This is an optimization exercise on Yosys and OpenROAD, whose aim is small area and a short achievable clock period, not a production implementation.

==> 12-10 <==
## pe_unit
module pe_unit
(
	input  wire         clk,
	input  wire [19:0]  op_add,
	input  wire [19:0]  op_sub,
	input  wire [19:0]  op_div,
	input  wire [19:0]  op_mul,
	input  wire [319:0] r1_bus,
	input  wire [319:0] r2_bus,
	output wire [639:0] r_result_bus
);
==> module pe_lane, before the edit <==
module pe_lane
(
	input  wire        clk,
	input  wire        op_add,
	input  wire        op_sub,
	input  wire        op_div,
	input  wire        op_mul,
	input  wire [15:0] a,
	input  wire [15:0] b,
	output wire [31:0] result
);
function [3:0] enc;
	input [15:0] x;
	integer i;
	begin
		enc = 4'd0;
		for (i = 0; i < 16; i = i + 1)
			if (x[i]) enc = enc | i[3:0];
	end
endfunction
wire [3:0] ab = enc(a);
wire [3:0] bb = enc(b);
wire       inv = op_sub | op_mul;
wire [4:0] t   = {1'b0, ab} + {1'b0, bb ^ {4{inv}}} + {4'd0, op_sub};
wire       gt  = t[4];
wire s10 = |a[15:10];
wire s12 = |a[15:12];
wire s14 = |a[15:14];
wire u3  = a[3] | a[4] | a[5] | a[9] | a[10] | a[11] | a[15];
wire u5  = |a[9:5] | a[15];
wire u6  = |a[11:6];
wire u7  = |a[13:7];
wire [3:0] q;
assign q[3] = b[0] & ab[3];
assign q[2] = b[0] & ab[2] | b[1] & ab[3] | b[2] & s12;
assign q[1] = b[0] & ab[1] | b[1] & ab[2] | b[2] & u6 | b[3] & ab[3]
            | b[4] & s10 | b[5] & s12 | b[6] & s14;
assign q[0] = b[0] & ab[0] | b[1] & ab[1] | b[3] & ab[2] | b[7] & ab[3]
            | b[2] & u3 | b[4] & u5 | b[5] & u6 | b[6] & u7 | bb[3] & gt;
wire [4:0] r = ({5{op_add}} & t)
             | ({5{op_sub & gt}} & {1'b0, t[3:0]})
             | ({5{op_mul}} & {1'b0, q});
reg [4:0] x_q;
reg [3:0] y_q;
reg       nz1_q;
always @(posedge clk) begin
	x_q   <= op_div ? {1'b0, ab} : r;
	y_q   <= op_div ? bb : 4'd1;
	nz1_q <= op_add | op_sub | op_div | op_mul;
end
wire [7:0] p = x_q[3:0] * y_q;
reg [3:0] hi_q, lo_q;
reg       nz_q;
always @(posedge clk) begin
	hi_q <= {p[7:5], p[4] | x_q[4]} | {4{~nz1_q}};
	lo_q <= p[3:0];
	nz_q <= nz1_q;
end
wire [3:0] hl = 4'b0001 << hi_q[1:0];
wire [3:0] hh = 4'b0001 << hi_q[3:2];
wire [3:0] ll = {4{nz_q}} & (4'b0001 << lo_q[1:0]);
wire [3:0] lh = 4'b0001 << lo_q[3:2];
genvar k;
generate
	for (k = 0; k < 16; k = k + 1) begin : dec
		assign result[k] = ll[k % 4] & lh[k / 4];
		if (k < 15) begin : h
			assign result[16 + k] = hl[k % 4] & hh[k / 4];
		end else begin : h15
			assign result[31] = 1'b0;
		end
	end
endgenerate
endmodule
Settings: LEC_CHECK=0, CAP_MARGIN=20, CORE_AREA=5 5 295 295, DIE_AREA=0 0 300 300, SETUP_SLACK_MARGIN=1.8, SLEW_MARGIN=20; clock period 4.0 ns.
standard.sh (not shown) runs the stock make flow with config.mk's settings and CLKGATE_MAP_FILE= SYNTH_SCRIPT=/design/flow/synth_recipe.tcl, a recipe that flattens the netlist after the stock synthesis.
==> flow/flow/run.sh <==
#!/bin/bash
# Standard ORFS layout, with two changes: synthesis keeps adders as plain
# logic (no ha/fa cell mapping), and ports are buffered with buf_1 cells.
set -euo pipefail
bash standard.sh ADDER_MAP_FILE= 'BUFFER_PORTS_ARGS=-buffer_cell sky130_fd_sc_hd__buf_1' finish > standard.log 2>&1
==> inputs of 11-22, as changes to 12-10 <==
--- a/flow/design.v
+++ b/flow/design.v
@@ -22,31 +22,37 @@
 wire [3:0] bb = enc(b);
-wire       inv = op_sub | op_mul;
-wire [4:0] t   = {1'b0, ab} + {1'b0, bb ^ {4{inv}}} + {4'd0, op_sub};
-wire       gt  = t[4];
-wire s10 = |a[15:10];
-wire s12 = |a[15:12];
-wire s14 = |a[15:14];
-wire u3  = a[3] | a[4] | a[5] | a[9] | a[10] | a[11] | a[15];
-wire u5  = |a[9:5] | a[15];
-wire u6  = |a[11:6];
-wire u7  = |a[13:7];
+wire [15:0] s;                        
+assign s[15] = a[15];
+genvar k;
+generate
+	for (k = 0; k < 15; k = k + 1) begin : suf
+		assign s[k] = |a[15:k];
+	end
+endgenerate
+wire u3 = a[3] | a[4] | a[5] | a[9] | a[10] | a[11] | a[15];
+wire u5 = |a[9:5] | a[15];
+wire u6 = |a[11:6];
+wire u7 = |a[13:7];
 wire [3:0] q;
 assign q[3] = b[0] & ab[3];
-assign q[2] = b[0] & ab[2] | b[1] & ab[3] | b[2] & s12;
+assign q[2] = b[0] & ab[2] | b[1] & ab[3] | b[2] & s[12];
 assign q[1] = b[0] & ab[1] | b[1] & ab[2] | b[2] & u6 | b[3] & ab[3]
-            | b[4] & s10 | b[5] & s12 | b[6] & s14;
+            | b[4] & s[10] | b[5] & s[12] | b[6] & s[14];
 assign q[0] = b[0] & ab[0] | b[1] & ab[1] | b[3] & ab[2] | b[7] & ab[3]
-            | b[2] & u3 | b[4] & u5 | b[5] & u6 | b[6] & u7 | bb[3] & gt;
-wire [4:0] r = ({5{op_add}} & t)
-             | ({5{op_sub & gt}} & {1'b0, t[3:0]})
-             | ({5{op_mul}} & {1'b0, q});
-reg [4:0] x_q;
-reg [3:0] y_q;
-reg       nz1_q;
+            | b[2] & u3 | b[4] & u5 | b[5] & u6 | b[6] & u7
+            | b[8] & s[9] | b[9] & s[10] | b[10] & s[11] | b[11] & s[12]
+            | b[12] & s[13] | b[13] & s[14] | b[14] & s[15];
+reg [3:0] x_q, y_q;
+reg       add_q, sub_q, mul_q;
 always @(posedge clk) begin
-	x_q   <= op_div ? {1'b0, ab} : r;
-	y_q   <= op_div ? bb : 4'd1;
-	nz1_q <= op_add | op_sub | op_div | op_mul;
+	x_q   <= op_mul ? q : ab;
+	y_q   <= op_mul ? 4'd1 : (bb ^ {4{op_sub}});
+	add_q <= op_add;
+	sub_q <= op_sub;
+	mul_q <= op_div | op_mul;
 end
-wire [7:0] p = x_q[3:0] * y_q;
+wire [4:0] t = {1'b0, x_q} + {1'b0, y_q} + {4'd0, sub_q};
+wire [7:0] p = x_q * y_q;
+wire       idle = ~(add_q | sub_q | mul_q);
+wire [3:0] hi = ({4{mul_q}} & p[7:4]) | {3'd0, add_q & t[4]} | {4{idle}};
+wire [3:0] lo = ({4{mul_q}} & p[3:0]) | ({4{add_q | sub_q & t[4]}} & t[3:0]);
 reg [3:0] hi_q, lo_q;
@@ -54,5 +60,5 @@
 always @(posedge clk) begin
-	hi_q <= {p[7:5], p[4] | x_q[4]} | {4{~nz1_q}};
-	lo_q <= p[3:0];
-	nz_q <= nz1_q;
+	hi_q <= hi;
+	lo_q <= lo;
+	nz_q <= ~idle;
 end
@@ -62,3 +68,2 @@
 wire [3:0] lh = 4'b0001 << lo_q[3:2];
-genvar k;
 generate
==> flow/flow/run.sh (replaced) <==
#!/bin/bash
# Standard ORFS layout, with these changes: synthesis keeps adders as plain
# logic (no ha/fa cell mapping), ports are buffered with buf_1 cells, and
# pins may sit on adjacent routing tracks.
set -euo pipefail
bash standard.sh ADDER_MAP_FILE= \
	'BUFFER_PORTS_ARGS=-buffer_cell sky130_fd_sc_hd__buf_1' \
	'PLACE_PINS_ARGS=-min_distance 1 -min_distance_in_tracks' \
	finish > standard.log 2>&1
--- a/flow/config.mk
+++ b/flow/config.mk
@@ -10,3 +10,3 @@
 export DIE_AREA = 0 0 300 300
-export SETUP_SLACK_MARGIN = 1.8
+export SETUP_SLACK_MARGIN = 1.6
 export SLEW_MARGIN = 20
==> impl_metrics.toml <==
[logic_synthesis]
synthAdderAreaFrac = 0.01841
synth_top_cell_area_share = 0.2116
synthXorXnorAreaFrac = 0.08230
synthMuxAreaShare = 0.01625
synth_seq_cells = 380

[status]
tool.error = "[ERROR PPL-0024] Number of IO pins (1361) exceeds maximum number of available positions (1082). Increase the die perimeter from 1200.00um to 1850.96um."
outcome = "stopped before the end"
haltStage = "I/O pin placement (3_2_place_iop)"
the above is filed under 12-10

==> impl_metrics.toml <==
[logic_synthesis]
synth_top_cell_area_share = 0.2187
synthAdderAreaFrac = 0.02738
synth_seq_cells = 400
synthMuxAreaShare = 0.01637
synthXorXnorAreaFrac = 0.1091

[final_layout]
clkbuf_count = 62

[timing]
slew_headroom = 0.4680

[status]
outcome = "finished clean"
the above is filed under 11-22

No functional check of the RTL was part of any run of this note.

-- what the ideal ports hide --
Ports are ideal in the flow. The routed layout listed here was re-timed in OpenROAD. Step 1 (the two cells are an assumption about what drives the block):
set clk [get_ports {clk}]
set_driving_cell -lib_cell sky130_fd_sc_hd__clkbuf_16 $clk
set_driving_cell -lib_cell sky130_fd_sc_hd__buf_2 [delete_from_list [all_inputs] $clk]
Step 2 moves the port delays by t, midway between the first and last clock arrival at a register: inputs arrive t later, outputs are due t later. That takes back most of the time a late clock gives input paths. Three values: ideal ports, drivers, drivers and shift; two values: the first two.
run: 11-22
t, ns: 0.636
setup WS [ns]: 1.523 / 1.463 / 0.970
worst setup path after step 2: input to register
clock arrival spread, ns: 0.014 / 0.014
After both steps setup and hold are still met in 11-22. The setup slack of 11-22 moves by -0.060 ns with the drivers and by -0.553 ns with both steps.
